What follows belongs to an exercise in optimizing a design on an open flow for small area, a short achievable clock period and few clock cycles; a production flow would make more cautious choices. At most, simulation tests tie the RTL to the original design; equivalence was not proved. No functional check of the RTL was part of runs 1 to 4. Power and IR drop assume default switching activity.

`design/flow/run.sh`:
```
#!/bin/bash
# synth_recipe.tcl (not shown) runs the flow's synth.tcl, then flattens the netlist and writes it again
# the make line also repeats each setting of config.mk as NAME=value (left out here)
make -C /OpenROAD-flow-scripts/flow DESIGN_CONFIG=/design/flow/config.mk WORK_HOME=/design/flow/orfs CLKGATE_MAP_FILE= SYNTH_SCRIPT=/design/flow/synth_recipe.tcl finish
```
`design/flow/config.mk`:
```
export PLATFORM = sky130hd
export DESIGN_NAME = Top
export DESIGN_NICKNAME = Top
export VERILOG_FILES = /design/flow/design.v
export SDC_FILE = /design/flow/constraint.sdc
export NUM_CORES = 4
export LEC_CHECK = 0
export CAP_MARGIN = 20
export CELL_PAD_IN_SITES_DETAIL_PLACEMENT = 1
export CELL_PAD_IN_SITES_GLOBAL_PLACEMENT = 1
export CORE_MARGIN = 2
export CORE_UTILIZATION = 30
export GPL_ROUTABILITY_DRIVEN = 1
export PLACE_DENSITY = 0.45
export SLEW_MARGIN = 20
```
`design/flow/constraint.sdc`:
```
create_clock -name core_clock -period 10.0 [get_ports {clk}]
set_input_delay 2.0000 -clock core_clock [delete_from_list [all_inputs] [get_ports {clk}]]
set_output_delay 2.0000 -clock core_clock [all_outputs]
set_load 0.01 [all_outputs]
```
`design/flow/design.v`:
```
module RegFile (
    input clk,
    input rst,
    input we,
    input [4:0] wa,
    input [31:0] wd,
    input [4:0] ra1,
    input [4:0] ra2,
    output [31:0] rd1,
    output [31:0] rd2,
    output a0_zero
);
    reg [31:1] valid;
    wire [31:0] q [1:31];
    always @(posedge clk or posedge rst) begin
        if (rst) valid <= 31'b0;
        else if (we && wa != 5'd0) valid[wa] <= 1'b1;
    end
    genvar r;
    generate
        for (r = 1; r < 32; r = r + 1) begin : g_reg
            reg [31:0] data;
            always @(posedge clk) begin
                if (we && wa == r) data <= wd;
            end
            assign q[r] = data;
        end
    endgenerate
    reg [31:0] o1, o2;
    integer k;
    always @(*) begin
        o1 = {15'b0, (ra1 == 5'd2) & ~valid[2], 16'b0};
        o2 = {15'b0, (ra2 == 5'd2) & ~valid[2], 16'b0};
        for (k = 1; k < 32; k = k + 1) begin
            o1 = o1 | (q[k] & {32{(ra1 == k) & valid[k]}});
            o2 = o2 | (q[k] & {32{(ra2 == k) & valid[k]}});
        end
    end
    assign rd1 = o1;
    assign rd2 = o2;
    assign a0_zero = ~valid[10] | (q[10] == 32'b0);
endmodule
module Top (
    input clk,
    input rst,
    output halt,
    input [31:0] M_ld_data,
    output [3:0] M_dm_w_en,
    output [15:0] M_alu_out_15_0,
    output [31:0] M_rs2_data,
    output [15:0] pc_15_0,
    input [31:0] inst
);
    localparam OP_LUI   = 5'b01101;
    localparam OP_AUIPC = 5'b00101;
    localparam OP_JAL   = 5'b11011;
    localparam OP_JALR  = 5'b11001;
    localparam OP_BR    = 5'b11000;
    localparam OP_LD    = 5'b00000;
    localparam OP_ST    = 5'b01000;
    localparam OP_IMM   = 5'b00100;
    localparam OP_OP    = 5'b01100;
    localparam OP_SYS   = 5'b11100;
    reg [31:0] pc;
    reg        x_valid;
    reg        halt_q;
    reg [31:0] x_a;         
    reg [31:0] x_b;         
    reg [31:0] x_c;         
    reg [4:0]  x_rd;
    reg [2:0]  x_f3;
    reg        x_wr;        
    reg        x_ld;
    reg        x_st;
    reg        x_br;
    reg        x_jalr;
    reg        x_link;      
    reg        x_ecall;
    reg        x_pred;      
    reg        x_arith;     
    reg        x_sub;
    reg        x_sra;
    wire [31:0] sum = x_a + x_b;
    wire [32:0] diff = {1'b0, x_a} - {1'b0, x_b};
    wire ltu = diff[32];
    wire lt = (x_a[31] ^ x_b[31]) ? x_a[31] : diff[31];
    wire eq = (x_a == x_b);
    wire sh_left = ~x_f3[2];
    wire [31:0] a_rev;
    genvar gi;
    generate
        for (gi = 0; gi < 32; gi = gi + 1) begin : g_rev
            assign a_rev[gi] = x_a[31 - gi];
        end
    endgenerate
    wire [31:0] sh_in = sh_left ? a_rev : x_a;
    wire sh_fill = x_sra & x_a[31] & ~sh_left;
    wire [63:0] sh_ext = {{32{sh_fill}}, sh_in} >> x_b[4:0];
    wire [31:0] sh_r = sh_ext[31:0];
    wire [31:0] sh_out;
    generate
        for (gi = 0; gi < 32; gi = gi + 1) begin : g_rev2
            assign sh_out[gi] = sh_left ? sh_r[31 - gi] : sh_r[gi];
        end
    endgenerate
    reg [31:0] alu;
    always @(*) begin
        if (x_arith) begin
            case (x_f3)
                3'd0: alu = x_sub ? diff[31:0] : sum;
                3'd1: alu = sh_out;
                3'd2: alu = {31'b0, lt};
                3'd3: alu = {31'b0, ltu};
                3'd4: alu = x_a ^ x_b;
                3'd5: alu = sh_out;
                3'd6: alu = x_a | x_b;
                default: alu = x_a & x_b;
            endcase
        end else begin
            alu = sum;
        end
    end
    reg [31:0] ldf;
    always @(*) begin
        case (x_f3)
            3'b000: ldf = {{24{M_ld_data[7]}}, M_ld_data[7:0]};
            3'b001: ldf = {{16{M_ld_data[15]}}, M_ld_data[15:0]};
            3'b100: ldf = {24'b0, M_ld_data[7:0]};
            3'b101: ldf = {16'b0, M_ld_data[15:0]};
            default: ldf = M_ld_data;
        endcase
    end
    wire [31:0] wb = x_ld ? ldf : (x_link ? x_c : alu);
    wire wen = x_valid & x_wr;
    reg taken;
    always @(*) begin
        case (x_f3)
            3'b000: taken = eq;
            3'b001: taken = ~eq;
            3'b100: taken = lt;
            3'b101: taken = ~lt;
            3'b110: taken = ltu;
            3'b111: taken = ~ltu;
            default: taken = 1'b0;
        endcase
    end
    wire redirect = x_valid & (x_jalr | (x_br & (taken ^ x_pred)));
    wire [31:0] redirect_pc = x_jalr ? {sum[31:1], 1'b0} : x_c;
    assign M_alu_out_15_0 = sum[15:0];
    assign M_rs2_data = x_c;
    assign M_dm_w_en = (x_valid & x_st) ?
                       ((x_f3 == 3'b000) ? 4'b0001 :
                        (x_f3 == 3'b001) ? 4'b0011 :
                        (x_f3 == 3'b010) ? 4'b1111 : 4'b0000) : 4'b0000;
    wire a0_zero;
    assign halt = halt_q | (x_valid & x_ecall & a0_zero);
    assign pc_15_0 = pc[15:0];
    wire [4:0] f_op  = inst[6:2];
    wire [4:0] f_rd  = inst[11:7];
    wire [2:0] f_f3  = inst[14:12];
    wire [4:0] f_rs1 = inst[19:15];
    wire [4:0] f_rs2 = inst[24:20];
    wire f_lui   = (f_op == OP_LUI);
    wire f_auipc = (f_op == OP_AUIPC);
    wire f_jal   = (f_op == OP_JAL);
    wire f_jalr  = (f_op == OP_JALR);
    wire f_br    = (f_op == OP_BR);
    wire f_ld    = (f_op == OP_LD);
    wire f_st    = (f_op == OP_ST);
    wire f_opimm = (f_op == OP_IMM);
    wire f_opop  = (f_op == OP_OP);
    wire f_sys   = (f_op == OP_SYS);
    wire [31:0] imm_i = {{20{inst[31]}}, inst[31:20]};
    wire [31:0] imm_s = {{20{inst[31]}}, inst[31:25], inst[11:7]};
    wire [31:0] imm_b = {{20{inst[31]}}, inst[7], inst[30:25], inst[11:8], 1'b0};
    wire [31:0] imm_j = {{12{inst[31]}}, inst[19:12], inst[20], inst[30:21], 1'b0};
    wire [31:0] imm_u = {inst[31:12], 12'b0};
    wire f_pred = f_jal | (f_br & inst[31]);
    wire [31:0] f_tgt = pc + (f_jal ? imm_j : imm_b);
    wire [31:0] f_pc4 = pc + 32'd4;
    wire [31:0] f_npc = f_pred ? f_tgt : f_pc4;
    wire [31:0] rf_rd1, rf_rd2;
    RegFile regfile (
        .clk(clk),
        .rst(rst),
        .we(wen),
        .wa(x_rd),
        .wd(wb),
        .ra1(f_rs1),
        .ra2(f_rs2),
        .rd1(rf_rd1),
        .rd2(rf_rd2),
        .a0_zero(a0_zero)
    );
    wire [31:0] rs1v = (wen && x_rd == f_rs1) ? wb : rf_rd1;
    wire [31:0] rs2v = (wen && x_rd == f_rs2) ? wb : rf_rd2;
    wire [31:0] a_n = f_auipc ? pc : (f_lui ? 32'b0 : rs1v);
    wire [31:0] b_n = (f_opop | f_br) ? rs2v :
                      (f_lui | f_auipc) ? imm_u :
                      f_st ? imm_s : imm_i;
    wire [31:0] c_n = f_st ? rs2v : ((f_pred | f_jalr) ? f_pc4 : f_tgt);
    wire f_wr = ~(f_st | f_br | f_sys) & (f_rd != 5'd0);
    always @(posedge clk or posedge rst) begin
        if (rst) begin
            pc      <= 32'b0;
            x_valid <= 1'b0;
            halt_q  <= 1'b0;
        end else begin
            pc      <= redirect ? redirect_pc : f_npc;
            x_valid <= ~redirect;
            halt_q  <= halt;
        end
    end
    always @(posedge clk) begin
        x_a     <= a_n;
        x_b     <= b_n;
        x_c     <= c_n;
        x_rd    <= f_rd;
        x_f3    <= f_f3;
        x_wr    <= f_wr;
        x_ld    <= f_ld;
        x_st    <= f_st;
        x_br    <= f_br;
        x_jalr  <= f_jalr;
        x_link  <= f_jal | f_jalr;
        x_ecall <= f_sys;
        x_pred  <= f_pred;
        x_arith <= f_opimm | f_opop;
        x_sub   <= f_opop & inst[30];
        x_sra   <= inst[30];
    end
endmodule
```
==> results of run 1 <==
[how the worst max path moves through the flow]
stage | cells after the start | end | startpoint
2_1_floorplan | 20 | regfile.g_reg[10].data[31]$_DFFE_PP_ | x_b[2]$_DFF_P_
3_3_place_gp | 21 | pc[18]$_DFF_PP0_ | x_b[4]$_DFF_P_
4_1_cts | 21 | pc[5]$_DFF_PP0_ | x_b[4]$_DFF_P_
3_5_place_dp | 21 | pc[1]$_DFFE_PP0P_ | x_b[4]$_DFF_P_
6_report | 20 | x_b[0]$_DFF_P_ | x_b[4]$_DFF_P_
5_1_grt | 21 | pc[25]$_DFF_PP0_ | x_b[4]$_DFF_P_
[state kept, by name, summed over array words and instances (netlist names), 3 cells and up]
| signal | count |
|---|---|
| regfile.g.data | 992 |
| x_b | 32 |
| pc | 32 |
| x_rd | 5 |
| x_c | 32 |
| regfile.valid | 31 |
| x_f3 | 3 |
| x_a | 32 |
[final cells by class]
| class | instances | area (sq um) |
|---|---|---|
| tap | 2688 | 3360 |
| antenna | 19 | 47.5 |
| sequential | 1172 | 33700 |
| clock inverter | 75 | 868 |
| timing repair buffer | 405 | 3520 |
| inverter | 144 | 542 |
| fill | 21830 | 132000 |
| clock buffer | 182 | 3810 |
| multi-input combinational | 3609 | 26300 |
[cells in the mapped netlist, types with 101 or more instances]
master    instances  area share
clkbuf_1        360       0.022
ha_1            139       0.028
nor2_1          278       0.017
a221oi_1        267       0.038
inv_1           139      0.0084
a22o_1          254       0.036
a22oi_1         407       0.049
o21ai_0         208       0.017
nand3_1         162       0.013
nand4_1         130       0.013
nand2_1         341       0.021
a21oi_1         246       0.020
nor3_1          101      0.0082
dfxtp_1         115       0.037
edfxtp_1        992        0.48
[through the flow]
stage | utilization | setup slack [ns] | cells | total power (W)
CTS | 0.352 | 2.07 | 8272 | 0.0186
floorplan | - | 4.18 | 5384 | 0.00990
detailed placement | 0.329 | 2.15 | 8015 | 0.0133
finish | 0.353 | 1.87 | 8294 | 0.0188
global route | 0.353 | 1.63 | 8284 | 0.0192
global placement | 0.329 | 2.15 | 8011 | 0.0133
[routing by layer]
| metal | up-vias | track usage | routed length, um | share of wire |
|---|---|---|---|---|
| li1 | 21845 | - | - | - |
| met1 | 29914 | 0.472 | 156000 | 0.38 |
| met2 | 4091 | 0.593 | 184000 | 0.45 |
| met3 | 1117 | 0.0921 | 40600 | 0.099 |
| met4 | 20 | 0.243 | 31000 | 0.075 |
| met5 | - | 0 | 160 | 0.00039 |
[critical path: stages (launching register included)]
cell       delay (ns)
dfxtp_1          0.31
buf_4            0.30
clkinv_1         0.65
ha_1             0.69
nor2_1           0.29
o211ai_1         0.27
a21oi_1          0.42
o21ai_0          0.43
a2111oi_0        1.04
o21ai_0          0.35
o21bai_1         0.21
a21oi_1          0.13
fa_1             0.44
a31o_2           0.22
a221oi_1         0.24
nor2_1           0.08
a2111oi_1        0.99
nor2_2           0.16
buf_4            0.32
o21ai_0          0.27
o22ai_1          0.12
[report_power, final]
part           internal (W)  switching, W  leakage (nW)
sequential          0.00644      0.000701          10.7
combinational       0.00190       0.00438          11.6
clock               0.00304       0.00233          2.28
[cell families after synthesis]
logic type      count (synthesis)  share of synthesized area
compound gates               1911                      0.229
xor+xnor                      112                     0.0159
fa+ha+maj                     143                     0.0294
buf+inv                       603                     0.0391
flops                        1172                      0.546
mux                           150                     0.0384
simple gates                 1293                      0.102
==> impl_metrics.py, run 1 <==
metrics = {
    "route": {
        "wirelength_um": 411000,
        "vias_per_cell": 6.87,
        "num_vias": 56987,
        "drtIter0Drc": 9042,
        "dr.pass1.iters": 9,
        "routedWlPerCell_um": 49.5,
        "ant_nets": 0,
        "drc": 0,
    },
    "final_layout": {
        "finish.instance_area_sq_mm": 0.0722,
        "final_common_cell": "edfxtp_1",
        "area_delta_synth_final_pct": 16.8,
        "layout-drive-gt1-share": 0.132,
        "layout.nets": 5682,
        "mostFrequentLayoutCells": "992 x edfxtp_1, 407 x a22oi_1, 341 x nand2_1, 265 x a221oi_1, 260 x buf_4",
    },
    "worst_hold_path": {
        "min_to": "halt_q$_DFF_PP0_",
        "worst_hold_path_type": "flop to flop",
        "hold_start": "halt_q$_DFF_PP0_",
        "whs_path_depth": 1,
    },
    "yosys": {
        "synth.ff_latch_count": 1172,
        "ys_warn_count": 2,
        "ys_seq_area_frac": 0.546,
        "synth-main-ff-cell": "edfxtp_1",
        "syn-cell-area_sq_mm": 0.0618,
        "synth_fp_nets": 5593,
        "synth_edf_count": 992,
        "async_reset_ff_frac": 0.0555,
        "synthCells": 5384,
        "yosysUniqueCellTypes": 93,
        "syn_avg_cell_area_sq_um": 11.5,
    },
    "timing": {
        "relSlewSlack": 0.161,
        "fin_crit_ns": 8.13,
        "fin_skew_ns": 0.0440,
        "fin_tns_setup_ns": 0,
        "slew_violations": 0,
        "hold_viol_final": 0,
        "max_slew.worst_pin.slew_ns": 1.26,
        "fin_crit_sh": 0.813,
        "fin_hold_ws_ns": 0.500,
        "max_freq_ghz": 0.123,
        "rsz0062_at_grt": "no",
        "finalSetupViolCount": 0,
    },
    "clock_tree": {
        "cts_max_level": 4,
        "clock_path_buffers": 3,
        "clk_latency_ns": 0.85,
        "cts_setup_buffers": 0,
        "postCtsHoldBufs": 0,
        "cts_root_buf": "clkbuf_16",
        "cts.sinks": 1172,
        "cts-resized-gates": 0,
        "cts-buffers-inserted": 141,
        "clk_pin_slew_ns": 0.08,
        "cts_tree": "done",
    },
    "floorplanning": {
        "ios": 135,
        "die_area_sq_mm": 0.210,
        "core.rowCount": 166,
        "dieHeight_um": 458,
        "dieWidth_um": 458,
        "initial_utilization": 0.302,
        "core_sq_mm": 0.205,
    },
    "critical_path": {
        "r2r_start": "x_b[4]$_DFF_P_",
        "endpoint_kind": "flop",
        "critPathKind": "flop to flop",
        "ff2ff_setup_slack_ns": 1.87,
        "r2r_cells": 20,
        "arrival_ns": 8.81,
        "crit_path_start_kind": "flop",
        "cp.required_ns": 10.68,
        "reg2reg_to": "x_b[0]$_DFF_P_",
        "crit_path_max_fanout": 33,
    },
    "global_route": {
        "antenna_found_initial": 25,
        "grtUsageTotal": 0.381,
        "grt_pass1_vias": 55172,
        "grt-ovfl-total": 0,
        "grt_pass1_wl_um": 536000,
        "grt_max_degree": 66,
    },
    "power": {
        "power.density_mw_per_mm2": 260,
        "vdd_drop_max_v": 0.000194,
        "p_leak_nw": 24.6,
    },
    "placed_design": {
        "portBuffers": 132,
        "place_congestion": 0.937,
        "dp_hpwl_um": 266000,
        "dpl_cell_area_sq_mm": 0.0674,
    },
    "job": {
        "max_cap_violations": 0,
    },
    "status": {
        "outcome": "complete, no violations",
    },
}
==> run 2, diff against run 1 <==
--- a/design/flow/config.mk
+++ b/design/flow/config.mk
@@ -12,4 +12,5 @@
 export CORE_UTILIZATION = 30
 export GPL_ROUTABILITY_DRIVEN = 1
 export PLACE_DENSITY = 0.45
+export SETUP_SLACK_MARGIN = 4.5
 export SLEW_MARGIN = 20
==> impl_metrics.py, run 2 <==
metrics = {
    "yosys": {
        "yosysUniqueCellTypes": 93,
        "ys_seq_area_frac": 0.546,
        "ys_warn_count": 2,
        "synth.ff_latch_count": 1172,
        "synth_top_area_frac": 0.482,
        "yosys-top-cells-area": "edfxtp_1 48%, a22oi_1 4.9%, a221oi_1 3.8%, dfxtp_1 3.7%, a22o_1 3.6%",
        "synth_edf_count": 992,
        "syn_avg_cell_area_sq_um": 11.5,
        "yosys.area.top_type": "edfxtp_1",
        "synth_commonest_cells": "992 x edfxtp_1, 407 x a22oi_1, 360 x clkbuf_1, 341 x nand2_1, 278 x nor2_1",
        "synthCells": 5384,
        "async_reset_ff_frac": 0.0555,
        "syn-cell-area_sq_mm": 0.0618,
        "synth_fp_nets": 5593,
        "synth-main-ff-cell": "edfxtp_1",
        "synth_most_common_cell": "edfxtp_1",
    },
    "route": {
        "vias_per_cell": 6.90,
        "routedWlPerCell_um": 49.4,
        "drc": 0,
        "ant_nets": 0,
        "wirelength_um": 410000,
        "dr.pass1.iters": 7,
        "drtIter0Drc": 9257,
        "num_vias": 57362,
    },
    "floorplanning": {
        "core.rowCount": 166,
        "initial_utilization": 0.302,
        "core_sq_mm": 0.205,
        "dieHeight_um": 458,
        "die_area_sq_mm": 0.210,
        "dieWidth_um": 458,
        "ios": 135,
    },
    "power": {
        "power.density_mw_per_mm2": 256,
        "p_leak_nw": 24.9,
        "vdd_drop_max_v": 0.000187,
    },
    "final_layout": {
        "layout.nets": 5713,
        "final_common_cell": "edfxtp_1",
        "fillers": 21715,
        "finish.instance_area_sq_mm": 0.0733,
        "layout-drive-gt1-share": 0.158,
        "final_util": 0.358,
        "mostFrequentLayoutCells": "992 x edfxtp_1, 407 x a22oi_1, 337 x nand2_1, 264 x a221oi_1, 263 x buf_4",
        "area_delta_synth_final_pct": 18.7,
        "top_register": "regfile.g.data",
        "largest_reg_flops": 992,
    },
    "placed_design": {
        "dpl_cell_area_sq_mm": 0.0672,
        "place_congestion": 0.960,
        "dp_hpwl_um": 263000,
        "dp_slack_ns": 2.53,
        "portBuffers": 132,
    },
    "job": {
        "max_cap_violations": 0,
    },
    "timing": {
        "fin_crit_sh": 0.567,
        "finalSetupViolCount": 0,
        "slew_violations": 0,
        "relSlewSlack": 0.148,
        "fin_crit_ns": 5.67,
        "max_slew.worst_pin.slew_ns": 1.28,
        "fin_skew_ns": 0.0397,
        "fin_tns_setup_ns": 0,
        "setup_slack_ns": 4.33,
        "rsz0062_at_grt": "yes",
        "hold_viol_final": 0,
        "max_freq_ghz": 0.176,
        "fin_hold_ws_ns": 0.483,
    },
    "worst_hold_path": {
        "worst_hold_path_type": "flop to flop",
        "whs_path_depth": 1,
        "hold_start": "halt_q$_DFF_PP0_",
        "min_to": "halt_q$_DFF_PP0_",
    },
    "critical_path": {
        "critPathMaxStageDelay_ns": 1.01,
        "r2r_start": "x_b[1]$_DFF_P_",
        "crit_path_start_kind": "primary input",
        "r2r_cells": 15,
        "reg2reg_to": "x_b[20]$_DFF_P_",
        "crit_path_max_fanout": 18,
        "endpoint_kind": "flop",
        "cp.required_ns": 10.64,
        "crit_family": "buffers and inverters",
        "arrival_ns": 6.31,
        "ff2ff_setup_slack_ns": 4.49,
        "critPathKind": "primary input to flop",
        "worst_path_max_delay_cell": "clkdlybuf4s50_1",
        "path_cells": "clkdlybuf4s50_1 -> nand2_1 -> nor2_1 -> and3_2 -> buf_4 -> buf_4 -> a22oi_1 -> nand4_1 -> nor3_1 -> a31oi_2 -> o21ai_0 -> nand2_1",
        "path_buf_inv": 3,
    },
    "global_route": {
        "grt_pass1_vias": 55676,
        "antenna_found_initial": 31,
        "grt_pass1_wl_um": 535000,
        "grt_max_degree": 56,
        "grtUsageTotal": 0.379,
        "grt-ovfl-total": 0,
    },
    "clock_tree": {
        "cts.sinks": 1172,
        "clk_pin_slew_ns": 0.06,
        "postCtsHoldBufs": 0,
        "cts_max_level": 4,
        "cts-buffers-inserted": 140,
        "cts_root_buf": "clkbuf_16",
        "cts_tree": "done",
        "clock_path_buffers": 3,
        "clk_latency_ns": 0.80,
    },
    "status": {
        "outcome": "complete, no violations",
    },
}
[run 2: cell counts after synthesis]
No cell type changed its count.
[run 2: cell type report]
class	count	area, sq um	area share
Sequential cell	1172	33800	0.461
Multi-Input combinational cell	3610	27200	0.370
Timing Repair Buffer	435	4000	0.0545
Clock buffer	172	3700	0.0504
Tap cell	2688	3360	0.0459
Clock inverter	76	726	0.00990
Inverter	144	564	0.00770
Antenna cell	16	40.0	0.000546
Timing Repair inverter	1	5.00	0.0000683
[run 2: logic make-up (layout without fill, tap and decap cells)]
kind of cell    Yosys count  count (layout)  share of synthesized area
compound gates         1911            1912                      0.229
xor+xnor                112             112                     0.0159
fa+ha+maj               143             143                     0.0294
buf+inv                 603             828                     0.0391
flops                  1172            1172                      0.546
mux                     150             150                     0.0384
other cells               0              16                          0
simple gates           1293            1293                      0.102
[run 2: where the power goes]
part	switching, W	total, W	internal, W
logic	0.00449	0.00655	0.00205
clock network	0.00226	0.00513	0.00287
registers	0.000667	0.00711	0.00645
[run 2: what timing repair did]
action,CTS,global route
gates resized for setup,182,102
setup buffers,33,14
setup endpoints to repair,297,141
pin swaps,25,24
cloned,3,3
hold endpoints to repair,0,0
[run 2: metrics by stage]
step	total power (W)	cells
2_1_floorplan	0.00990	5384
3_3_place_gp	0.0132	7996
3_5_place_dp	0.0132	7996
4_1_cts	0.0185	8280
5_1_grt	0.0193	8306
6_report	0.0188	8314
[run 2: routing by layer]
metal  vias up  wire length (um)  global-route usage
li1      21893                 -                   -
met1     30234            154000               0.464
met2      4082            187000               0.606
met3      1144             38400              0.0830
met4         9             30900               0.237
met5         -                76                   0
[run 2: worst max-delay path by stage]
stage                        start                  to  slack [ns]  cells past startpoint
floorplan                  inst[6]     x_c[30]$_DFF_P_        4.52                     18
global placement    x_b[4]$_DFF_P_      x_a[0]$_DFF_P_        2.44                     21
detailed placement  x_b[4]$_DFF_P_    pc[16]$_DFF_PP0_        2.53                     21
CTS                 x_b[1]$_DFF_P_  M_alu_out_15_0[15]        4.27                     11
global route        x_b[1]$_DFF_P_     x_b[20]$_DFF_P_        4.46                     15
finish                    inst[18]      x_a[8]$_DFF_P_        4.33                     12
==> run 3, diff against run 2 <==
--- a/design/flow/config.mk
+++ b/design/flow/config.mk
@@ -12,5 +12,5 @@
 export CORE_UTILIZATION = 30
 export GPL_ROUTABILITY_DRIVEN = 1
 export PLACE_DENSITY = 0.45
-export SETUP_SLACK_MARGIN = 4.5
+export SETUP_SLACK_MARGIN = 5
 export SLEW_MARGIN = 20
==> impl_metrics.py, run 3 <==
metrics = {
    "yosys": {
        "synth_fp_nets": 5593,
        "synthXorXnorAreaFrac": 0.0159,
        "async_reset_ff_frac": 0.0555,
        "synth_top_area_frac": 0.482,
        "synth-simple-area-share": 0.102,
        "synth_adder_area_share": 0.0294,
        "synth_most_common_cell": "edfxtp_1",
        "syn_avg_cell_area_sq_um": 11.5,
        "synth-main-ff-cell": "edfxtp_1",
        "synthCells": 5384,
        "ys_seq_area_frac": 0.546,
        "synth_edf_count": 992,
        "yosysUniqueCellTypes": 93,
        "ys_warn_count": 2,
        "synth_commonest_cells": "992 x edfxtp_1, 407 x a22oi_1, 360 x clkbuf_1, 341 x nand2_1, 278 x nor2_1",
        "yosys.area.top_type": "edfxtp_1",
        "yosys-top-cells-area": "edfxtp_1 48%, a22oi_1 4.9%, a221oi_1 3.8%, dfxtp_1 3.7%, a22o_1 3.6%",
        "synth.ff_latch_count": 1172,
        "synth_top_family_by_area": "compound AO/OA/AOI/OAI gates",
        "synth_compound_gate_area_share": 0.229,
        "synthMuxAreaShare": 0.0384,
        "syn-cell-area_sq_mm": 0.0618,
    },
    "job": {
        "max_cap_violations": 0,
    },
    "timing": {
        "fin_crit_ns": 5.15,
        "max_slew.worst_pin.slew_ns": 1.23,
        "fin_crit_sh": 0.515,
        "max_freq_ghz": 0.194,
        "finalSetupViolCount": 0,
        "fin_skew_ns": 0.0710,
        "rsz0062_at_grt": "yes",
        "relSlewSlack": 0.177,
        "hold_viol_final": 0,
        "fin_tns_setup_ns": 0,
        "slew_violations": 0,
    },
    "placed_design": {
        "dpl_cell_area_sq_mm": 0.0673,
        "place_congestion": 0.942,
        "portBuffers": 132,
        "dp_hpwl_um": 263000,
    },
    "critical_path": {
        "crit_path_max_fanout": 10,
        "arrival_ns": 5.73,
        "critPathKind": "primary input to flop",
        "endpoint_kind": "flop",
        "cp.required_ns": 10.58,
        "crit_path_start_kind": "primary input",
    },
    "global_route": {
        "grt-ovfl-total": 0,
        "grt_max_degree": 70,
        "antenna_found_initial": 38,
        "grt_use_met2": 0.605,
        "grt_pass1_vias": 56137,
        "grt-busiest-layer": "met2",
        "met3_usage": 0.0901,
        "grtUsageTotal": 0.383,
        "grt_pass1_wl_um": 540000,
        "met1_usage": 0.470,
    },
    "worst_hold_path": {
        "worst_hold_path_type": "flop to flop",
    },
    "final_layout": {
        "layout.nets": 5784,
        "multi_input_area_sq_mm": 0.0278,
        "top_register": "regfile.g.data",
        "fillers": 21716,
        "final_common_cell": "edfxtp_1",
        "layout-drive-gt1-share": 0.193,
        "finish.instance_area_sq_mm": 0.0752,
        "area_delta_synth_final_pct": 21.8,
        "final-seq-area_sq_mm": 0.0338,
        "largest_reg_flops": 992,
        "mostFrequentLayoutCells": "992 x edfxtp_1, 407 x a22oi_1, 334 x nand2_1, 287 x buf_4, 264 x a221oi_1",
    },
    "route": {
        "dr.pass1.iters": 6,
        "drc": 0,
        "wirelength_um": 416000,
        "drtIter0Drc": 9251,
        "vias_per_cell": 6.91,
        "routedWlPerCell_um": 49.4,
        "num_vias": 58053,
        "ant_nets": 0,
    },
    "floorplanning": {
        "dieHeight_um": 458,
        "dieWidth_um": 458,
        "die_area_sq_mm": 0.210,
        "core.rowCount": 166,
        "initial_utilization": 0.302,
        "ios": 135,
        "core_sq_mm": 0.205,
    },
    "power": {
        "pwr-share-seq": 0.365,
        "vdd_drop_max_v": 0.000187,
        "power.density_mw_per_mm2": 261,
        "comb_power_share": 0.359,
        "clock_power_share": 0.276,
        "p_sw_frac": 0.398,
        "p_sw_w": 0.00783,
        "finalPower_w": 0.0197,
        "p_leak_nw": 25.6,
        "p_int_w": 0.0118,
    },
    "clock_tree": {
        "cts_root_buf": "clkbuf_16",
        "cts.sinks": 1172,
        "clk_pin_slew_ns": 0.06,
        "clk_latency_ns": 0.83,
        "clock_path_buffers": 3,
        "cts_tree": "done",
        "cts_max_level": 4,
        "cts-buffers-inserted": 144,
        "postCtsHoldBufs": 0,
    },
    "status": {
        "outcome": "complete, no violations",
    },
}
==> run 3: worst paths after layout <==
path	start	end	slack [ns]	depth (start not counted)
max in group asynchronous	rst	halt_q$_DFF_PP0_	7.70	3
worst max-delay path	inst[22]	x_b[3]$_DFF_P_	4.85	11
worst max register to register	x_b[2]$_DFF_P_	x_b[10]$_DFF_P_	4.95	20
worst min-delay path	halt_q$_DFF_PP0_	halt_q$_DFF_PP0_	0.48	1
min in group asynchronous	rst	pc[19]$_DFF_PP0_	1.70	3
worst min register to register	halt_q$_DFF_PP0_	halt_q$_DFF_PP0_	0.48	1
==> run 3: timing repair <==
action	4_1_cts	5_1_grt
setup buffers	74	37
pin swaps	47	59
gates resized for setup	391	133
gates cloned	14	3
setup endpoints to repair	895	193
==> run 3: power groups by stage <==
stage,clock (W),sequential (W),combinational [W]
finish,0.00543,0.00717,0.00705
global route,0.00565,0.00717,0.00727
CTS,0.00547,0.00714,0.00658
detailed placement,0,0.00723,0.00606
global placement,0,0.00724,0.00603
floorplan,0,0.00684,0.00308
==> run 3: layout make-up <==
class	instances	area share
tap	2688	0.0447
sequential	1172	0.449
inverter	144	0.00795
multi-input combinational	3610	0.369
antenna	25	0.000831
timing repair inverter	6	0.000565
clock inverter	83	0.0128
clock buffer	182	0.0509
timing repair buffer	497	0.0640
==> run 3: cells by family (layout without fill, tap and decap cells) <==
group / count (synthesis) / count (layout)
other: 0 / 25
muxes: 150 / 150
DFF: 1172 / 1172
xor gates and xnor gates: 112 / 112
and+or+nand+nor: 1293 / 1294
adders and majority gates: 143 / 143
buffers and inverters: 603 / 912
AOI/OAI and AO/OA: 1911 / 1911
==> run 3: worst max-delay path, stage by stage <==
cell and delay [ns]:
clkdlybuf4s15_2 0.34, nor2b_1 0.32, and3_2 0.53, buf_4 0.32, a22o_1 0.25, a221oi_1 0.25
nand4_1 0.19, nor3_2 0.66, nand2_1 0.14, o21ai_1 0.37, o22ai_1 0.31
==> run 3: routing by layer <==
| metal | up-vias | part of all wire | routed length [um] |
|---|---|---|---|
| met5 | - | 0.00020 | 83 |
| li1 | 22088 | - | - |
| met1 | 30546 | 0.38 | 156000 |
| met4 | 14 | 0.076 | 31600 |
| met3 | 1171 | 0.097 | 40100 |
| met2 | 4234 | 0.45 | 188000 |
==> run 3: through the flow <==
stage               setup WS, ns  cells   util  hold WS (ns)
floorplan                   4.94   5384      -         0.447
global placement            2.37   7985  0.329         0.472
detailed placement          2.34   7986  0.329         0.481
CTS                         4.77   8339  0.363         0.489
global route                4.76   8392  0.368         0.487
finish                      4.85   8407  0.368         0.477
==> run 4, diff against run 3 <==
--- a/design/flow/config.mk
+++ b/design/flow/config.mk
@@ -10,6 +10,7 @@
 export CELL_PAD_IN_SITES_GLOBAL_PLACEMENT = 1
 export CORE_MARGIN = 2
 export CORE_UTILIZATION = 30
+export CTS_BUF_LIST = sky130_fd_sc_hd__clkbuf_8
 export GPL_ROUTABILITY_DRIVEN = 1
 export PLACE_DENSITY = 0.45
 export SETUP_SLACK_MARGIN = 5
==> impl_metrics.py, run 4 <==
metrics = {
    "global_route": {
        "grt_pass1_wl_um": 545000,
        "grt_max_degree": 70,
        "grtUsageTotal": 0.386,
        "grt_pass1_vias": 56992,
        "antenna_found_initial": 42,
        "grt-ovfl-total": 0,
    },
    "timing": {
        "fin_tns_setup_ns": 0,
        "slew_violations": 0,
        "rsz0062_at_grt": "yes",
        "max_freq_ghz": 0.188,
        "max_slew.worst_pin.slew_ns": 1.25,
        "fin_crit_ns": 5.31,
        "fin_crit_sh": 0.531,
        "finalSetupViolCount": 0,
        "relSlewSlack": 0.162,
        "fin_skew_ns": 0.116,
        "hold_viol_final": 0,
    },
    "clock_tree": {
        "cts.sinks": 1172,
        "postCtsHoldBufs": 0,
        "clk_latency_ns": 1.02,
        "cts_root_buf": "clkbuf_8",
        "cts-buffers-inserted": 213,
        "clock_path_buffers": 3,
        "cts_max_level": 4,
        "cts_tree": "done",
        "clk_pin_slew_ns": 0.07,
    },
    "critical_path": {
        "r2r_cells": 27,
        "critPathKind": "flop to output pin",
        "ff2ff_setup_slack_ns": 4.90,
        "reg2reg_to": "pc[31]$_DFF_PP0_",
        "worst_path_max_delay_cell": "dfxtp_4",
        "cp.required_ns": 8.00,
        "crit_start": "x_b[2]$_DFF_P_",
        "arrival_ns": 3.31,
        "crit_path_max_fanout": 4,
        "crit_path_start_kind": "flop",
        "path_cells": "buf_12 -> clkinvlp_4 -> buf_12 -> ha_4 -> buf_6 -> a211oi_4 -> buf_4 -> o211ai_1 -> buf_4 -> nand2_4 -> o31ai_4 -> xnor2_2 -> buf_2",
        "critPathMaxStageDelay_ns": 0.36,
        "endpoint_kind": "output pin",
        "endpoint": "M_alu_out_15_0[14]",
        "r2r_start": "x_b[2]$_DFF_P_",
    },
    "route": {
        "num_vias": 58395,
        "vias_per_cell": 6.82,
        "ant_nets": 0,
        "dr.pass1.iters": 9,
        "wirelength_um": 418000,
        "drc": 0,
        "routedWlPerCell_um": 48.9,
        "drtIter0Drc": 9177,
    },
    "yosys": {
        "yosys.area.top_type": "edfxtp_1",
        "synth_most_common_cell": "edfxtp_1",
        "synthCells": 5384,
        "syn_avg_cell_area_sq_um": 11.5,
        "yosysUniqueCellTypes": 93,
        "synth_edf_count": 992,
        "synth_top_area_frac": 0.482,
        "synth_commonest_cells": "992 x edfxtp_1, 407 x a22oi_1, 360 x clkbuf_1, 341 x nand2_1, 278 x nor2_1",
        "async_reset_ff_frac": 0.0555,
        "ys_seq_area_frac": 0.546,
        "yosys-top-cells-area": "edfxtp_1 48%, a22oi_1 4.9%, a221oi_1 3.8%, dfxtp_1 3.7%, a22o_1 3.6%",
        "syn-cell-area_sq_mm": 0.0618,
        "synth-main-ff-cell": "edfxtp_1",
        "ys_warn_count": 2,
        "synth.ff_latch_count": 1172,
        "synth_fp_nets": 5593,
    },
    "placed_design": {
        "portBuffers": 132,
        "place_congestion": 0.942,
        "dp.cells": 7986,
        "dp_hpwl_um": 263000,
    },
    "final_layout": {
        "largest_reg_flops": 992,
        "area_delta_synth_final_pct": 21.5,
        "mostFrequentLayoutCells": "992 x edfxtp_1, 407 x a22oi_1, 331 x nand2_1, 296 x buf_4, 264 x a221oi_1",
        "instances_no_fill": 8563,
        "top_register": "regfile.g.data",
        "final_common_cell": "edfxtp_1",
        "layout-drive-gt1-share": 0.205,
        "layout.nets": 5879,
    },
    "power": {
        "vdd_drop_max_v": 0.000150,
        "power.density_mw_per_mm2": 251,
        "p_leak_nw": 25.9,
    },
    "floorplanning": {
        "die_area_sq_mm": 0.210,
        "dieHeight_um": 458,
        "core_sq_mm": 0.205,
        "core.rowCount": 166,
        "dieWidth_um": 458,
        "initial_utilization": 0.302,
        "ios": 135,
    },
    "worst_hold_path": {
        "worst_hold_path_type": "flop to flop",
    },
    "job": {
        "max_cap_violations": 0,
    },
    "status": {
        "outcome": "complete, no violations",
    },
}
[run 4: cell counts after synthesis]
No cell type changed its count.
[run 4: power breakdown]
group / total (W) / internal [W] / switching [W]
logic: 0.00711 / 0.00235 / 0.00476
registers: 0.00718 / 0.00645 / 0.000737
clock network: 0.00456 / 0.00223 / 0.00233
total: 0.0189 / 0.0110 / 0.00783
[run 4: per-stage QoR]
step                      hold WS, ns  instance area (sq um)  setup slack (ns)  power (W)  utilization
after floorplan                 0.447                  61900              4.94    0.00992            -
after global placement          0.472                  67300              2.37     0.0133        0.329
after detailed placement        0.481                  67300              2.34     0.0133        0.329
after CTS                       0.495                  73900              4.63     0.0184        0.361
after global routing            0.498                  75000              4.59     0.0193        0.367
final                           0.487                  75100              4.69     0.0189        0.367
[run 4: cell families after synthesis]
group | after synthesis | share of synthesized area
compound gates | 1911 | 0.229
simple gates | 1293 | 0.102
flops | 1172 | 0.546
buf+inv | 603 | 0.0391
mux | 150 | 0.0384
fa+ha+maj | 143 | 0.0294
xor+xnor | 112 | 0.0159
[run 4: final cells by class]
class / instances / area [sq um]
well taps: 2688 / 3360
flip-flops and latches: 1172 / 33800
repair inverters: 6 / 40.0
fillers: 21857 / 130000
clock inverters: 164 / 910
diodes: 28 / 70.1
inverters: 144 / 609
multi-input cells: 3609 / 27900
clock buffers: 228 / 3140
repair buffers: 524 / 5240
[run 4: metal layers]
metal	global-route usage	vias to the layer above	wire length, um
li1	-	22303	-
met1	0.470	30487	156000
met2	0.608	4372	187000
met3	0.0965	1211	41900
met4	0.250	22	33000
met5	0	-	152
[run 4: repair_timing]
action / 4_1_cts / 5_1_grt
pin swaps: 55 / 66
resized for setup: 416 / 167
buffers inserted: 89 / 45
gates cloned: 19 / 0
setup endpoints to repair: 887 / 236
[run 4: worst min-delay path by stage]
stage | to | slack [ns] | from | cells after the start
2_1_floorplan | regfile.valid[1]$_DFFE_PP0P_ | 0.45 | regfile.valid[1]$_DFFE_PP0P_ | 1
3_3_place_gp | regfile.valid[23]$_DFFE_PP0P_ | 0.47 | regfile.valid[23]$_DFFE_PP0P_ | 1
3_5_place_dp | regfile.valid[23]$_DFFE_PP0P_ | 0.48 | regfile.valid[23]$_DFFE_PP0P_ | 1
4_1_cts | regfile.valid[7]$_DFFE_PP0P_ | 0.50 | regfile.valid[7]$_DFFE_PP0P_ | 1
5_1_grt | halt_q$_DFF_PP0_ | 0.50 | halt_q$_DFF_PP0_ | 1
6_report | halt_q$_DFF_PP0_ | 0.49 | halt_q$_DFF_PP0_ | 1
[run 4: critical path, delay by kind of cell, from the launching register on]
kind                     cells  cell delay, ns
XOR/XNOR                     1            0.19
adder cells (fa/ha/maj)      1            0.30
buffers and inverters        7            0.99
AO/OA/AOI/OAI                3            0.47
flip-flops                   1            0.36
AND/OR/NAND/NOR              1            0.07
==> run 5, diff against run 4 <==
--- a/design/flow/design.v
+++ b/design/flow/design.v
@@ -10,35 +10,20 @@
     output [31:0] rd2,
     output a0_zero
 );
-    reg [31:1] valid;
-    wire [31:0] q [1:31];
+    reg [31:0] regs [0:31];
+    reg [31:0] valid;
+    always @(posedge clk) begin
+        if (we && wa != 5'd0) regs[wa] <= wd;
+    end
     always @(posedge clk or posedge rst) begin
-        if (rst) valid <= 31'b0;
+        if (rst) valid <= 32'b0;
         else if (we && wa != 5'd0) valid[wa] <= 1'b1;
     end
-    genvar r;
-    generate
-        for (r = 1; r < 32; r = r + 1) begin : g_reg
-            reg [31:0] data;
-            always @(posedge clk) begin
-                if (we && wa == r) data <= wd;
-            end
-            assign q[r] = data;
-        end
-    endgenerate
-    reg [31:0] o1, o2;
-    integer k;
-    always @(*) begin
-        o1 = {15'b0, (ra1 == 5'd2) & ~valid[2], 16'b0};
-        o2 = {15'b0, (ra2 == 5'd2) & ~valid[2], 16'b0};
-        for (k = 1; k < 32; k = k + 1) begin
-            o1 = o1 | (q[k] & {32{(ra1 == k) & valid[k]}});
-            o2 = o2 | (q[k] & {32{(ra2 == k) & valid[k]}});
-        end
-    end
-    assign rd1 = o1;
-    assign rd2 = o2;
-    assign a0_zero = ~valid[10] | (q[10] == 32'b0);
+    wire v1 = valid[ra1];
+    wire v2 = valid[ra2];
+    assign rd1 = v1 ? regs[ra1] : {15'b0, ra1 == 5'd2, 16'b0};
+    assign rd2 = v2 ? regs[ra2] : {15'b0, ra2 == 5'd2, 16'b0};
+    assign a0_zero = ~valid[10] | (regs[10] == 32'b0);
 endmodule
 module Top (
     input clk,
--- a/design/flow/config.mk
+++ b/design/flow/config.mk
@@ -10,8 +10,6 @@
 export CELL_PAD_IN_SITES_GLOBAL_PLACEMENT = 1
 export CORE_MARGIN = 2
 export CORE_UTILIZATION = 30
-export CTS_BUF_LIST = sky130_fd_sc_hd__clkbuf_8
 export GPL_ROUTABILITY_DRIVEN = 1
 export PLACE_DENSITY = 0.45
-export SETUP_SLACK_MARGIN = 5
 export SLEW_MARGIN = 20
==> impl_metrics.py, run 5 <==
metrics = {
    "yosys": {
        "synthXorXnorAreaFrac": 0.0151,
        "synthMuxAreaShare": 0.263,
        "synth_top_area_frac": 0.458,
        "yosys.area.top_type": "edfxtp_1",
        "synth_fp_nets": 4789,
        "yosys-top-cells-area": "edfxtp_1 46%, mux4_2 23%, dfxtp_1 3.4%, ha_1 2.6%, mux2i_1 2.5%",
        "synth_edf_count": 1024,
        "synth-main-ff-cell": "edfxtp_1",
        "synthCells": 4578,
        "async_reset_ff_frac": 0.0548,
        "synth-simple-area-share": 0.0578,
        "syn-cell-area_sq_mm": 0.0672,
        "synth_commonest_cells": "1024 x edfxtp_1, 695 x mux4_2, 294 x nor2_1, 230 x nand2_1, 226 x a21oi_1",
        "synth_compound_gate_area_share": 0.0890,
        "ys_warn_count": 2,
        "synth_adder_area_share": 0.0275,
        "synth.ff_latch_count": 1205,
        "synth_top_family_by_area": "multiplexers",
        "ys_seq_area_frac": 0.517,
        "yosysUniqueCellTypes": 103,
        "syn_avg_cell_area_sq_um": 14.7,
        "synth_most_common_cell": "edfxtp_1",
    },
    "placed_design": {
        "dp_hpwl_um": 209000,
        "place_congestion": 0.958,
        "dpl_cell_area_sq_mm": 0.0726,
        "dp_slack_ns": 2.79,
        "portBuffers": 132,
    },
    "timing": {
        "max_freq_ghz": 0.132,
        "fin_skew_ns": 0.0605,
        "setup_slack_ns": 2.43,
        "relSlewSlack": 0.186,
        "fin_crit_ns": 7.57,
        "fin_crit_sh": 0.757,
        "slew_violations": 0,
        "rsz0062_at_grt": "no",
        "fin_tns_setup_ns": 0,
        "hold_viol_final": 0,
        "max_slew.worst_pin.slew_ns": 1.19,
        "finalSetupViolCount": 0,
    },
    "global_route": {
        "antenna_found_initial": 16,
        "grt_max_degree": 93,
        "grt_pass1_wl_um": 418000,
        "grtUsageTotal": 0.266,
        "grt_pass1_vias": 47981,
        "grt-ovfl-total": 0,
    },
    "worst_hold_path": {
        "hold_start": "regfile.valid[25]$_DFFE_PP0P_",
        "worst_hold_path_type": "flop to flop",
        "whs_path_depth": 1,
        "min_to": "regfile.valid[25]$_DFFE_PP0P_",
    },
    "floorplanning": {
        "initial_utilization": 0.302,
        "core.rowCount": 173,
        "dieWidth_um": 477,
        "dieHeight_um": 477,
        "ios": 135,
        "core_sq_mm": 0.222,
        "die_area_sq_mm": 0.228,
    },
    "clock_tree": {
        "clock_path_buffers": 3,
        "postCtsHoldBufs": 0,
        "cts-resized-gates": 0,
        "clk_pin_slew_ns": 0.06,
        "cts_tree": "done",
        "cts-buffers-inserted": 147,
        "clk_latency_ns": 0.83,
        "cts_setup_buffers": 0,
        "cts_max_level": 4,
        "cts.sinks": 1205,
        "cts_root_buf": "clkbuf_16",
    },
    "critical_path": {
        "reg2reg_to": "x_c[31]$_DFF_P_",
        "r2r_start": "x_b[2]$_DFF_P_",
        "cp.required_ns": 8.00,
        "endpoint_kind": "output pin",
        "arrival_ns": 5.57,
        "ff2ff_setup_slack_ns": 2.93,
        "r2r_cells": 19,
        "crit_path_start_kind": "flop",
        "critPathKind": "flop to output pin",
        "crit_path_max_fanout": 35,
    },
    "final_layout": {
        "final_common_cell": "edfxtp_1",
        "fillers": 22734,
        "mostFrequentLayoutCells": "1024 x edfxtp_1, 695 x mux4_2, 254 x nor2_1, 230 x nand2_1, 223 x a21oi_1",
        "largest_reg_flops": 1024,
        "layout-drive-gt1-share": 0.261,
        "top_register": "regfile.regs",
        "finish.instance_area_sq_mm": 0.0776,
        "layout.nets": 4894,
        "area_delta_synth_final_pct": 15.5,
    },
    "power": {
        "power.density_mw_per_mm2": 246,
        "p_leak_nw": 25.8,
        "vdd_drop_max_v": 0.000154,
    },
    "status": {
        "outcome": "complete, no violations",
    },
    "route": {
        "wirelength_um": 307000,
        "dr.pass1.iters": 5,
        "num_vias": 45621,
        "drtIter0Drc": 4256,
        "ant_nets": 0,
        "routedWlPerCell_um": 39.4,
        "vias_per_cell": 5.86,
        "drc": 0,
    },
    "job": {
        "max_cap_violations": 0,
    },
}
## run 5: worst max-delay path, stage by stage, from the launching register on
cell	delay, ns
dfxtp_1	0.30
buf_4	0.37
inv_1	0.47
ha_1	0.67
o211ai_1	0.19
o211ai_1	0.41
a21boi_1	0.21
o21ai_0	0.74
a21oi_1	0.23
xnor2_1	0.48
clkdlybuf4s50_1	0.65
## run 5: kinds of logic (layout without fill, tap and decap cells)
group | Yosys count | in the layout
AO/OA/AOI/OAI | 890 | 890
multiplexers | 894 | 894
buffers and inverters | 491 | 714
adder cells (fa/ha/maj) | 145 | 145
flip-flops | 1205 | 1205
AND/OR/NAND/NOR | 837 | 837
other | 0 | 10
XOR/XNOR | 116 | 116
## run 5: cell type report
| cell class | count | area [sq um] | area share |
|---|---|---|---|
| flip-flops and latches | 1205 | 34700 | 0.447 |
| multi-input cells | 2882 | 30900 | 0.398 |
| clock buffers | 182 | 3890 | 0.0502 |
| well taps | 2975 | 3720 | 0.0480 |
| repair buffers | 305 | 2860 | 0.0369 |
| clock inverters | 85 | 961 | 0.0124 |
| inverters | 142 | 534 | 0.00689 |
| diodes | 10 | 25.0 | 0.000323 |
## run 5: where the power goes
group	switching (W)	internal (W)	leakage, nW
clock network	0.00234	0.00306	2.35
logic	0.00432	0.00211	12.5
registers	0.000664	0.00659	11.0
total	0.00732	0.0118	25.8
## run 5: worst max-delay path by stage
stage | depth (start not counted) | from | to | slack [ns]
floorplan | 16 | inst[23] | x_c[31]$_DFF_P_ | 3.93
global placement | 18 | x_b[2]$_DFF_P_ | regfile.regs[25][31]$_DFFE_PP_ | 2.76
detailed placement | 18 | x_b[2]$_DFF_P_ | regfile.regs[24][31]$_DFFE_PP_ | 2.79
CTS | 10 | x_b[4]$_DFF_P_ | M_alu_out_15_0[15] | 2.40
global route | 10 | x_b[4]$_DFF_P_ | M_alu_out_15_0[15] | 2.14
finish | 10 | x_b[4]$_DFF_P_ | M_alu_out_15_0[15] | 2.43
## run 5: metrics by stage
stage	hold slack (ns)	power (W)	util	cells
6_report	0.480	0.0191	0.349	7786
4_1_cts	0.480	0.0191	0.348	7771
3_5_place_dp	0.467	0.0137	0.326	7504
5_1_grt	0.493	0.0198	0.349	7778
2_1_floorplan	0.439	0.0104	-	4578
3_3_place_gp	0.455	0.0136	0.326	7501
## run 5: layer usage
layer	routed length, um	global-route usage
met1	125000	0.340
met2	148000	0.438
met3	16100	0.0377
met4	17800	0.139
met5	86	0
Testbench counts of run 5, summed over its fixed seeds: cycles 337,112.
==> run 6, diff against run 5 <==
--- a/design/flow/design.v
+++ b/design/flow/design.v
@@ -10,20 +10,35 @@
     output [31:0] rd2,
     output a0_zero
 );
-    reg [31:0] regs [0:31];
-    reg [31:0] valid;
-    always @(posedge clk) begin
-        if (we && wa != 5'd0) regs[wa] <= wd;
-    end
+    reg [31:1] valid;
+    wire [31:0] q [1:31];
     always @(posedge clk or posedge rst) begin
-        if (rst) valid <= 32'b0;
+        if (rst) valid <= 31'b0;
         else if (we && wa != 5'd0) valid[wa] <= 1'b1;
     end
-    wire v1 = valid[ra1];
-    wire v2 = valid[ra2];
-    assign rd1 = v1 ? regs[ra1] : {15'b0, ra1 == 5'd2, 16'b0};
-    assign rd2 = v2 ? regs[ra2] : {15'b0, ra2 == 5'd2, 16'b0};
-    assign a0_zero = ~valid[10] | (regs[10] == 32'b0);
+    genvar r;
+    generate
+        for (r = 1; r < 32; r = r + 1) begin : g_reg
+            reg [31:0] data;
+            always @(posedge clk) begin
+                if (we && wa == r) data <= wd;
+            end
+            assign q[r] = data;
+        end
+    endgenerate
+    reg [31:0] o1, o2;
+    integer k;
+    always @(*) begin
+        o1 = {15'b0, (ra1 == 5'd2) & ~valid[2], 16'b0};
+        o2 = {15'b0, (ra2 == 5'd2) & ~valid[2], 16'b0};
+        for (k = 1; k < 32; k = k + 1) begin
+            o1 = o1 | (q[k] & {32{(ra1 == k) & valid[k]}});
+            o2 = o2 | (q[k] & {32{(ra2 == k) & valid[k]}});
+        end
+    end
+    assign rd1 = o1;
+    assign rd2 = o2;
+    assign a0_zero = ~valid[10] | (q[10] == 32'b0);
 endmodule
 module Top (
     input clk,
@@ -61,16 +76,15 @@
     reg        x_jalr;
     reg        x_link;      
     reg        x_ecall;
-    reg        x_pred;      
-    reg        x_arith;     
-    reg        x_sub;
+    reg [4:0]  x_sh;        
     reg        x_sra;
+    reg        r_add, r_sub, r_shl, r_shr, r_slt, r_sltu, r_xor, r_or, r_and;
+    reg        m_eq, m_ne, m_lt, m_ge, m_ltu, m_geu;
     wire [31:0] sum = x_a + x_b;
     wire [32:0] diff = {1'b0, x_a} - {1'b0, x_b};
     wire ltu = diff[32];
     wire lt = (x_a[31] ^ x_b[31]) ? x_a[31] : diff[31];
     wire eq = (x_a == x_b);
-    wire sh_left = ~x_f3[2];
     wire [31:0] a_rev;
     genvar gi;
     generate
@@ -78,33 +92,16 @@
             assign a_rev[gi] = x_a[31 - gi];
         end
     endgenerate
-    wire [31:0] sh_in = sh_left ? a_rev : x_a;
-    wire sh_fill = x_sra & x_a[31] & ~sh_left;
-    wire [63:0] sh_ext = {{32{sh_fill}}, sh_in} >> x_b[4:0];
+    wire [31:0] sh_in = r_shl ? a_rev : x_a;
+    wire sh_fill = x_sra & x_a[31] & ~r_shl;
+    wire [63:0] sh_ext = {{32{sh_fill}}, sh_in} >> x_sh;
     wire [31:0] sh_r = sh_ext[31:0];
-    wire [31:0] sh_out;
+    wire [31:0] sh_l;
     generate
         for (gi = 0; gi < 32; gi = gi + 1) begin : g_rev2
-            assign sh_out[gi] = sh_left ? sh_r[31 - gi] : sh_r[gi];
+            assign sh_l[gi] = sh_r[31 - gi];
         end
     endgenerate
-    reg [31:0] alu;
-    always @(*) begin
-        if (x_arith) begin
-            case (x_f3)
-                3'd0: alu = x_sub ? diff[31:0] : sum;
-                3'd1: alu = sh_out;
-                3'd2: alu = {31'b0, lt};
-                3'd3: alu = {31'b0, ltu};
-                3'd4: alu = x_a ^ x_b;
-                3'd5: alu = sh_out;
-                3'd6: alu = x_a | x_b;
-                default: alu = x_a & x_b;
-            endcase
-        end else begin
-            alu = sum;
-        end
-    end
     reg [31:0] ldf;
     always @(*) begin
         case (x_f3)
@@ -115,23 +112,23 @@
             default: ldf = M_ld_data;
         endcase
     end
-    wire [31:0] wb = x_ld ? ldf : (x_link ? x_c : alu);
+    wire [31:0] wb = ({32{r_add}}  & sum)
+                   | ({32{r_sub}}  & diff[31:0])
+                   | ({32{r_shl}}  & sh_l)
+                   | ({32{r_shr}}  & sh_r)
+                   | {31'b0, (r_slt & lt) | (r_sltu & ltu)}
+                   | ({32{r_xor}}  & (x_a ^ x_b))
+                   | ({32{r_or}}   & (x_a | x_b))
+                   | ({32{r_and}}  & (x_a & x_b))
+                   | ({32{x_ld}}   & ldf)
+                   | ({32{x_link}} & x_c);
     wire wen = x_valid & x_wr;
-    reg taken;
-    always @(*) begin
-        case (x_f3)
-            3'b000: taken = eq;
-            3'b001: taken = ~eq;
-            3'b100: taken = lt;
-            3'b101: taken = ~lt;
-            3'b110: taken = ltu;
-            3'b111: taken = ~ltu;
-            default: taken = 1'b0;
-        endcase
-    end
-    wire redirect = x_valid & (x_jalr | (x_br & (taken ^ x_pred)));
+    wire mispredict = (m_eq & eq) | (m_ne & ~eq) | (m_lt & lt) | (m_ge & ~lt)
+                    | (m_ltu & ltu) | (m_geu & ~ltu);
+    wire redirect = x_valid & (x_jalr | mispredict);
     wire [31:0] redirect_pc = x_jalr ? {sum[31:1], 1'b0} : x_c;
-    assign M_alu_out_15_0 = sum[15:0];
+    wire [15:0] addr = x_a[15:0] + x_b[15:0];
+    assign M_alu_out_15_0 = addr;
     assign M_rs2_data = x_c;
     assign M_dm_w_en = (x_valid & x_st) ?
                        ((x_f3 == 3'b000) ? 4'b0001 :
@@ -185,6 +182,8 @@
                       f_st ? imm_s : imm_i;
     wire [31:0] c_n = f_st ? rs2v : ((f_pred | f_jalr) ? f_pc4 : f_tgt);
     wire f_wr = ~(f_st | f_br | f_sys) & (f_rd != 5'd0);
+    wire f_arith = f_opimm | f_opop;
+    wire [2:0] f_bc = f_f3 ^ {2'b00, f_pred};
     always @(posedge clk or posedge rst) begin
         if (rst) begin
             pc      <= 32'b0;
@@ -209,9 +208,22 @@
         x_jalr  <= f_jalr;
         x_link  <= f_jal | f_jalr;
         x_ecall <= f_sys;
-        x_pred  <= f_pred;
-        x_arith <= f_opimm | f_opop;
-        x_sub   <= f_opop & inst[30];
+        x_sh    <= b_n[4:0];
         x_sra   <= inst[30];
+        r_add   <= f_lui | f_auipc | (f_arith & (f_f3 == 3'd0) & ~(f_opop & inst[30]));
+        r_sub   <= f_arith & (f_f3 == 3'd0) & f_opop & inst[30];
+        r_shl   <= f_arith & (f_f3 == 3'd1);
+        r_slt   <= f_arith & (f_f3 == 3'd2);
+        r_sltu  <= f_arith & (f_f3 == 3'd3);
+        r_xor   <= f_arith & (f_f3 == 3'd4);
+        r_shr   <= f_arith & (f_f3 == 3'd5);
+        r_or    <= f_arith & (f_f3 == 3'd6);
+        r_and   <= f_arith & (f_f3 == 3'd7);
+        m_eq    <= f_br & (f_bc == 3'b000);
+        m_ne    <= f_br & (f_bc == 3'b001);
+        m_lt    <= f_br & (f_bc == 3'b100);
+        m_ge    <= f_br & (f_bc == 3'b101);
+        m_ltu   <= f_br & (f_bc == 3'b110);
+        m_geu   <= f_br & (f_bc == 3'b111);
     end
 endmodule
--- a/design/flow/config.mk
+++ b/design/flow/config.mk
@@ -12,4 +12,5 @@
 export CORE_UTILIZATION = 30
 export GPL_ROUTABILITY_DRIVEN = 1
 export PLACE_DENSITY = 0.45
+export SETUP_SLACK_MARGIN = 5
 export SLEW_MARGIN = 20
==> impl_metrics.py, run 6 <==
metrics = {
    "final_layout": {
        "final_common_cell": "edfxtp_1",
        "instances_no_fill": 8109,
        "mostFrequentLayoutCells": "992 x edfxtp_1, 440 x a22oi_1, 314 x buf_4, 284 x nand2_1, 262 x a221oi_1",
        "area_delta_synth_final_pct": 21.1,
        "layout-drive-gt1-share": 0.193,
        "top_register": "regfile.g.data",
        "layout.nets": 5533,
        "largest_reg_flops": 992,
        "finish.instance_area_sq_mm": 0.0732,
    },
    "critical_path": {
        "crit_path_max_fanout": 3,
        "arrival_ns": 3.19,
        "cp.required_ns": 8.00,
        "critPathKind": "flop to output pin",
        "ff2ff_setup_slack_ns": 5.01,
        "endpoint_kind": "output pin",
        "crit_path_start_kind": "flop",
    },
    "power": {
        "p_leak_nw": 25.0,
        "vdd_drop_max_v": 0.000197,
        "power.density_mw_per_mm2": 238,
    },
    "yosys": {
        "synth_compound_gate_area_share": 0.227,
        "synth_fp_nets": 5329,
        "syn_avg_cell_area_sq_um": 11.8,
        "synth_most_common_cell": "edfxtp_1",
        "synth.ff_latch_count": 1183,
        "synthMuxAreaShare": 0.0348,
        "yosysUniqueCellTypes": 98,
        "synth_commonest_cells": "992 x edfxtp_1, 440 x a22oi_1, 334 x clkbuf_1, 289 x nand2_1, 266 x a221oi_1",
        "synth_top_family_by_area": "compound AO/OA/AOI/OAI gates",
        "yosys-top-cells-area": "edfxtp_1 49%, a22oi_1 5.5%, dfxtp_1 4.2%, a221oi_1 3.9%, a22o_1 3.5%",
        "synth_edf_count": 992,
        "synth-simple-area-share": 0.0911,
        "yosys.area.top_type": "edfxtp_1",
        "syn-cell-area_sq_mm": 0.0605,
        "ys_seq_area_frac": 0.561,
        "synth-main-ff-cell": "edfxtp_1",
        "synthXorXnorAreaFrac": 0.0161,
        "async_reset_ff_frac": 0.0549,
        "synthCells": 5120,
        "synth_top_area_frac": 0.493,
        "synth_adder_area_share": 0.0301,
        "ys_warn_count": 2,
    },
    "route": {
        "drtIter0Drc": 8433,
        "wirelength_um": 397000,
        "routedWlPerCell_um": 48.9,
        "num_vias": 55318,
        "dr.pass1.iters": 8,
        "vias_per_cell": 6.82,
        "ant_nets": 0,
        "drc": 0,
    },
    "floorplanning": {
        "core.rowCount": 164,
        "initial_utilization": 0.302,
        "dieWidth_um": 453,
        "dieHeight_um": 453,
        "die_area_sq_mm": 0.205,
        "core_sq_mm": 0.200,
        "ios": 135,
    },
    "timing": {
        "max_slew.worst_pin.slew_ns": 1.29,
        "rsz0062_at_grt": "yes",
        "fin_hold_ws_ns": 0.494,
        "max_freq_ghz": 0.193,
        "slew_violations": 0,
        "setup_slack_ns": 4.81,
        "relSlewSlack": 0.134,
        "fin_tns_setup_ns": 0,
        "finalSetupViolCount": 0,
        "fin_skew_ns": 0.0597,
        "fin_crit_sh": 0.519,
        "hold_viol_final": 0,
        "fin_crit_ns": 5.19,
    },
    "job": {
        "max_cap_violations": 0,
    },
    "clock_tree": {
        "clk_pin_slew_ns": 0.06,
        "clk_latency_ns": 0.84,
        "cts_max_level": 4,
        "postCtsHoldBufs": 0,
        "cts_root_buf": "clkbuf_16",
        "cts-buffers-inserted": 141,
        "cts.sinks": 1183,
        "clock_path_buffers": 3,
        "cts_tree": "done",
    },
    "placed_design": {
        "dpl_cell_area_sq_mm": 0.0656,
        "portBuffers": 132,
        "dp_slack_ns": 2.39,
        "dp.cells": 7688,
        "dp_hpwl_um": 250000,
        "place_congestion": 0.936,
    },
    "worst_hold_path": {
        "worst_hold_path_type": "flop to flop",
    },
    "global_route": {
        "grt_pass1_vias": 53921,
        "grt_use_met2": 0.591,
        "grtUsageTotal": 0.375,
        "grt_max_degree": 44,
        "grt-busiest-layer": "met2",
        "met3_usage": 0.0827,
        "grt-ovfl-total": 0,
        "met1_usage": 0.462,
        "antenna_found_initial": 29,
        "grt_pass1_wl_um": 517000,
    },
    "status": {
        "outcome": "complete, no violations",
    },
}
[run 6: cell types whose count changed in the layout (fill, tap and decap cells not counted), moves of 104 or more]
cell,previous run,this run
a221oi_1,29,262
nand3_1,56,160
a22o_1,10,244
buf_4,159,314
mux4_2,695,41
a22oi_1,11,440
[run 6: cell families after synthesis]
group,after synthesis
AO/OA/AOI/OAI,1826
flip-flops,1183
AND/OR/NAND/NOR,1116
buffers and inverters,587
multiplexers,154
adder cells (fa/ha/maj),143
XOR/XNOR,111
[run 6: where the power goes]
group	internal [W]	switching (W)
combinational	0.00197	0.00358
clock	0.00295	0.00229
sequential	0.00598	0.000617
total	0.0109	0.00649
[run 6: through the flow]
| stage | utilization | total power (W) |
|---|---|---|
| after floorplan | - | 0.00896 |
| after global placement | 0.328 | 0.0115 |
| after detailed placement | 0.328 | 0.0115 |
| after CTS | 0.362 | 0.0172 |
| after global routing | 0.366 | 0.0179 |
| final | 0.366 | 0.0174 |
[run 6: what timing repair did]
action	4_1_cts	5_1_grt
setup buffers	97	39
gates cloned	11	2
setup endpoints to repair	653	206
gates resized for setup	391	108
pin swaps	66	55
endpoints found under the hold margin	0	0
[run 6: cell type report]
cell class | instances | area (sq um)
diodes | 19 | 47.5
clock buffers | 182 | 3810
clock inverters | 71 | 758
fillers | 21166 | 127000
inverters | 140 | 572
multi-input cells | 3353 | 26100
flip-flops and latches | 1183 | 34000
well taps | 2656 | 3320
repair buffers | 503 | 4600
repair inverters | 2 | 12.5
[run 6: final timing paths]
| path | to | depth (start not counted) | start |
|---|---|---|---|
| max in group asynchronous | regfile.valid[26]$_DFFE_PP0P_ | 3 | rst |
| setup reg to reg | x_b[25]$_DFF_P_ | 16 | x_sh[1]$_DFF_P_ |
| hold reg to reg | halt_q$_DFF_PP0_ | 1 | halt_q$_DFF_PP0_ |
| setup / recovery | M_alu_out_15_0[12] | 10 | x_sh[0]$_DFF_P_ |
| hold / removal | halt_q$_DFF_PP0_ | 1 | halt_q$_DFF_PP0_ |
| min in group asynchronous | pc[7]$_DFF_PP0_ | 2 | rst |
[run 6: worst max-delay path, cell delays in order (launching register included)]
cell,delay [ns]
dfxtp_4,0.37
buf_12,0.14
ha_4,0.17
fa_2,0.39
a211oi_4,0.33
o21ai_4,0.11
a21oi_4,0.23
buf_4,0.16
o21ai_1,0.11
xnor2_2,0.18
buf_2,0.17
[run 6: per-layer routing]
| layer | wire length [um] | vias to the layer above |
|---|---|---|
| met5 | 125 | - |
| met4 | 31500 | 14 |
| met3 | 39100 | 1151 |
| met2 | 178000 | 4034 |
| met1 | 148000 | 28963 |
| li1 | - | 21156 |
Testbench counts of run 6, summed over its fixed seeds: cycles 337,112.

[re-timing with driven ports]
In the flow no input, the clock included, has a driving cell. The finished layouts below were timed again as built, in two steps.
Step 1 (the two cells are an assumption about what drives the block):
set clk [get_ports {clk}]
set_driving_cell -lib_cell sky130_fd_sc_hd__clkbuf_16 $clk
set_driving_cell -lib_cell sky130_fd_sc_hd__buf_2 [delete_from_list [all_inputs] $clk]
Step 2 adds t to the input delays and takes it off the output delays; t is the mean of the earliest and latest rising clock arrival at the registers after step 1. Input paths then give back, and output paths get back, about the clock's delay inside the block.
Slacks: no drivers / after step 1 / after step 2; pairs: no drivers / after step 1.
| run | t, ns | slack for setup (ns) | worst setup path after step 2 | latest minus earliest clock arrival (ns) | slew at the worst register clock pin (ns) |
|---|---|---|---|---|---|
| run 1 | 0.911 | 1.871 / 1.871 / 1.871 | register to register | 0.044 / 0.044 | 0.08 / 0.08 |
| run 2 | 0.870 | 4.333 / 4.364 / 3.512 | input to register | 0.039 / 0.040 | 0.07 / 0.07 |
| run 3 | 0.899 | 4.854 / 4.759 / 4.032 | input to register | 0.071 / 0.071 | 0.07 / 0.07 |
| run 4 | 1.050 | 4.689 / 4.606 / 3.901 | input to register | 0.117 / 0.116 | 0.08 / 0.08 |
| run 5 | 0.888 | 2.432 / 2.345 / 2.689 | input to register | 0.065 / 0.064 | 0.07 / 0.07 |
| run 6 | 0.894 | 4.814 / 4.726 / 4.041 | input to register | 0.060 / 0.060 | 0.07 / 0.07 |
After both steps setup and hold are still met in every run listed. The setup slack of run 3, which loses most, moves by -0.095 ns with the drivers and by -0.822 ns with both steps.
